This is an optimization exercise on Yosys and OpenROAD, whose aim is small area, not a production implementation. Function was checked by simulation only, so behaviour that the tests miss may differ from the original. Power is estimated from default activity; no workload was simulated. The flow treats the clock pin as an ideal source, which a real chip does not have.

## rmii_axis_v1_0
module rmii_axis_v1_0 #
  (
   parameter [7:0]  FPGA_IP_1 = 10,
   parameter [7:0]  FPGA_IP_2 = 0,
   parameter [7:0]  FPGA_IP_3 = 0,
   parameter [7:0]  FPGA_IP_4 = 240,
   parameter [7:0]  HOST_IP_1 = 10,
   parameter [7:0]  HOST_IP_2 = 0,
   parameter [7:0]  HOST_IP_3 = 0,
   parameter [7:0]  HOST_IP_4 = 10,
   parameter [15:0] FPGA_PORT = 17767,
   parameter [15:0] HOST_PORT = 17767,
   parameter [47:0] FPGA_MAC = 48'he86a64e7e830,
   parameter [47:0] HOST_MAC = 48'he86a64e7e829,
   parameter [15:0] HEADER_CHECKSUM = 16'h65b3,
   parameter	    CHECK_DESTINATION = 1
   )
   (
    input wire		aclk,
    input wire		aresetn,
    input wire		ETH_CRSDV,
    input wire [1:0]	ETH_RXD,
    output wire		ETH_TXEN,
    output wire [1:0]	ETH_TXD,
    output wire		m00_axis_tvalid,
    output wire [7 : 0]	m00_axis_tdata,
    output wire		m00_axis_tlast,
    output wire		s00_axis_tready,
    input wire [7 : 0]	s00_axis_tdata,
    input wire		s00_axis_tlast,
    input wire [11:0]	s00_axis_tuser,
    input wire		s00_axis_tvalid
    );
   localparam		HOST_IP = {HOST_IP_1,HOST_IP_2,HOST_IP_3,HOST_IP_4};
   localparam		FPGA_IP = {FPGA_IP_1,FPGA_IP_2,FPGA_IP_3,FPGA_IP_4};
  ...
Size: roughly 660 flip-flops, about 0.023 mm^2 of cells after synthesis.
Settings: LEC_CHECK=0, CAP_MARGIN=20, CORE_MARGIN=2, CORE_UTILIZATION=65, CTS_BUF_LIST=sky130_fd_sc_hd__clkbuf_8, CTS_CLUSTER_DIAMETER=60, CTS_CLUSTER_SIZE=18, SLEW_MARGIN=20; clock period 10.0 ns.
run.sh (not shown) runs the stock make flow with config.mk's settings and CLKGATE_MAP_FILE= SYNTH_SCRIPT=/design/flow/synth_recipe.tcl, a recipe that flattens the netlist after the stock synthesis.
The starting point completed without violations.
Edit:
==> flow/flow/run.sh (new file) <==
#!/bin/bash
# The standard layout (standard.sh), with two changes to how it is made:
#  - ports are buffered with the smallest buffer instead of the default
#    clkdlybuf4s50_1 (every input and output port still gets a buffer);
#  - clock tree synthesis uses larger sink clusters of clkbuf_8 leaves and
#    no dummy loads.
# Synthesis, floorplan, power grid, tap cells, placement and routing are
# the standard flow's.  The make output goes to standard.log.
set -euo pipefail
export BUFFER_PORTS_ARGS="-buffer_cell sky130_fd_sc_hd__buf_1"
export CTS_ARGS="-sink_clustering_enable -repair_clock_nets -dont_use_dummy_load -buf_list sky130_fd_sc_hd__clkbuf_8 -sink_clustering_size 20 -sink_clustering_max_diameter 60"
bash standard.sh > standard.log 2>&1
==> flow/standard.sh (new file) <==
#!/bin/bash
# synth_recipe.tcl (not shown) runs the flow's synth.tcl, then flattens the netlist and writes it again
# the make line also repeats each setting of config.mk as NAME=value (left out here)
make -C /OpenROAD-flow-scripts/flow DESIGN_CONFIG=/design/flow/config.mk WORK_HOME=/design/flow/orfs CLKGATE_MAP_FILE= SYNTH_SCRIPT=/design/flow/synth_recipe.tcl "${@:-finish}"
Settings changed: CTS_BUF_LIST sky130_fd_sc_hd__clkbuf_8 to not set, CTS_CLUSTER_DIAMETER 60 to not set, CTS_CLUSTER_SIZE 18 to not set.
removed: flow/run.sh
After rerunning:
- The changed run completed without violations
- synthesized cell count stays the same
- final cell count came out lower by 2.1%
- hold slack degrades by 0.045 ns
- core utilization shrinks by 1.4 points
- count of clock-buffer cells in the layout came out lower by 5
- non-clock buffer count drops by 1
- register-to-register slack gets worse by 0.13 ns
Edit:
--- a/flow/flow/run.sh
+++ b/flow/flow/run.sh
@@ -9,4 +9,4 @@
 set -euo pipefail
 export BUFFER_PORTS_ARGS="-buffer_cell sky130_fd_sc_hd__buf_1"
-export CTS_ARGS="-sink_clustering_enable -repair_clock_nets -dont_use_dummy_load -buf_list sky130_fd_sc_hd__clkbuf_8 -sink_clustering_size 20 -sink_clustering_max_diameter 60"
+export CTS_ARGS="-sink_clustering_enable -repair_clock_nets -dont_use_dummy_load -buf_list sky130_fd_sc_hd__clkbuf_8 -sink_clustering_size 18 -sink_clustering_max_diameter 50"
 bash standard.sh > standard.log 2>&1
Effect: Wire length rose by 0.84%. Die area is unchanged. Worst setup slack got worse by 0.014 ns. Flip-flop and latch count is unchanged. Design area came out higher by 0.40%. Count of clock-buffer cells in the layout rises by 7. Area after synthesis is unchanged. Non-clock buffer count is unchanged.


rmii_axis_v1_0 again, from the RTL that the note above started with.
==> flow/config.mk <==
export PLATFORM = sky130hd
export DESIGN_NAME = rmii_axis_v1_0
export DESIGN_NICKNAME = rmii_axis_v1_0
export VERILOG_FILES = /design/flow/design.v
export SDC_FILE = /design/flow/constraint.sdc
export NUM_CORES = 4
export LEC_CHECK = 0
export CAP_MARGIN = 20
export CORE_MARGIN = 2
export CORE_UTILIZATION = 65
export SLEW_MARGIN = 20
==> flow/constraint.sdc <==
create_clock -name core_clock -period 10.0 [get_ports {aclk}]
set_input_delay 2.0000 -clock core_clock [delete_from_list [all_inputs] [get_ports {aclk}]]
set_output_delay 2.0000 -clock core_clock [all_outputs]
set_load 0.01 [all_outputs]
standard.sh (not shown) runs the stock make flow with config.mk's settings and CLKGATE_MAP_FILE= SYNTH_SCRIPT=/design/flow/synth_recipe.tcl, a recipe that flattens the netlist after the stock synthesis.
==> flow/flow/run.sh <==
#!/bin/bash
# The standard layout (standard.sh), with two changes to how it is made:
#  - ports are buffered with the smallest buffer instead of the default
#    clkdlybuf4s50_1 (every input and output port still gets a buffer);
#  - clock tree synthesis uses larger sink clusters of clkbuf_16 leaves and
#    no dummy loads.
# Synthesis, floorplan, power grid, tap cells, placement and routing are
# the standard flow's.  The make output goes to standard.log.
set -euo pipefail
export BUFFER_PORTS_ARGS="-buffer_cell sky130_fd_sc_hd__buf_1"
export CTS_ARGS="-sink_clustering_enable -repair_clock_nets -dont_use_dummy_load -buf_list sky130_fd_sc_hd__clkbuf_16 -sink_clustering_size 30 -sink_clustering_max_diameter 80"
bash standard.sh > standard.log 2>&1
Next try:
CORE_UTILIZATION = 75   (was 65)
Result: Register-to-register slack is worse by 80 ps; hold slack is better by 18 ps; sequential share of layout area rises by 0.30 points; routed wire length rises by about 20%; count of clock-buffer cells in the layout falls by 1; non-clock buffer count rises by 2; fmax rises by about 0.6%; setup slack is better by 35 ps.
Next try:
--- a/flow/flow/run.sh
+++ b/flow/flow/run.sh
@@ -9,4 +9,4 @@
 set -euo pipefail
 export BUFFER_PORTS_ARGS="-buffer_cell sky130_fd_sc_hd__buf_1"
-export CTS_ARGS="-sink_clustering_enable -repair_clock_nets -dont_use_dummy_load -buf_list sky130_fd_sc_hd__clkbuf_16 -sink_clustering_size 30 -sink_clustering_max_diameter 80"
+export CTS_ARGS="-sink_clustering_enable -repair_clock_nets -dont_use_dummy_load -buf_list sky130_fd_sc_hd__clkbuf_8 -sink_clustering_size 20 -sink_clustering_max_diameter 60"
 bash standard.sh > standard.log 2>&1
CORE_UTILIZATION = 65   (was 75)
Outcome:
- The changed run completed with no timing, DRC or antenna violations
- utilization drops by 11 points
- power drops by about 2.8%
- clock power drops by about 10%
- count of clock-buffer cells in the layout climbs by 14
- non-clock buffer count drops by 2
- via count drops by about 4%
- worst setup slack degrades by 26 ps
Next try:
--- a/flow/flow/run.sh
+++ b/flow/flow/run.sh
@@ -9,4 +9,4 @@
 set -euo pipefail
 export BUFFER_PORTS_ARGS="-buffer_cell sky130_fd_sc_hd__buf_1"
-export CTS_ARGS="-sink_clustering_enable -repair_clock_nets -dont_use_dummy_load -buf_list sky130_fd_sc_hd__clkbuf_8 -sink_clustering_size 20 -sink_clustering_max_diameter 60"
+export CTS_ARGS="-sink_clustering_enable -repair_clock_nets -dont_use_dummy_load -buf_list sky130_fd_sc_hd__clkbuf_16 -sink_clustering_size 36 -sink_clustering_max_diameter 50"
 bash standard.sh > standard.log 2>&1
Effect: Die area is unchanged; area after synthesis does not change; final cell count stays the same; routed wire length came out higher by about 0.44%; total power came out higher by 8.8%; synthesized cell count does not change; global-route usage hardly moves; non-clock buffer count does not change; critical path depth is unchanged.

[afterwards: timing with drivers on the ports]
The results above use ideal ports. As a check the final layouts listed here were re-extracted and re-timed, cells and wires unchanged.
Step 1, drivers: a clkbuf_16 drives aclk and a buf_2 each remaining input, both assumed.
Step 2 also shifts input and output timing later by t, the mid clock arrival at the registers, as if the neighbouring blocks saw the same clock.
Slacks: ideal / step 1 / step 2; pairs: ideal / step 1.
run	t, ns	setup WS [ns]	clock arrival spread, ns	pins driven straight from the clock port
the first run of note 1	0.647	3.735 / 3.708 / 3.708	0.040 / 0.041	1
the second run of note 1	0.619	4.440 / 4.413 / 4.413	0.039 / 0.039	1
the third run of note 1	0.649	4.426 / 4.399 / 4.399	0.051 / 0.051	1
the first run of note 2	0.601	4.430 / 4.403 / 4.403	0.089 / 0.088	1
the second run of note 2	0.602	4.465 / 4.436 / 4.436	0.039 / 0.038	1
the third run of note 2	0.619	4.440 / 4.413 / 4.413	0.039 / 0.039	1
the fourth run of note 2	0.577	4.432 / 4.406 / 4.406	0.044 / 0.045	1
After both steps setup and hold are still met in every run listed. For the second run of note 2, which loses most, drivers alone change the setup slack by -0.029 ns; drivers and shift together by -0.029 ns.
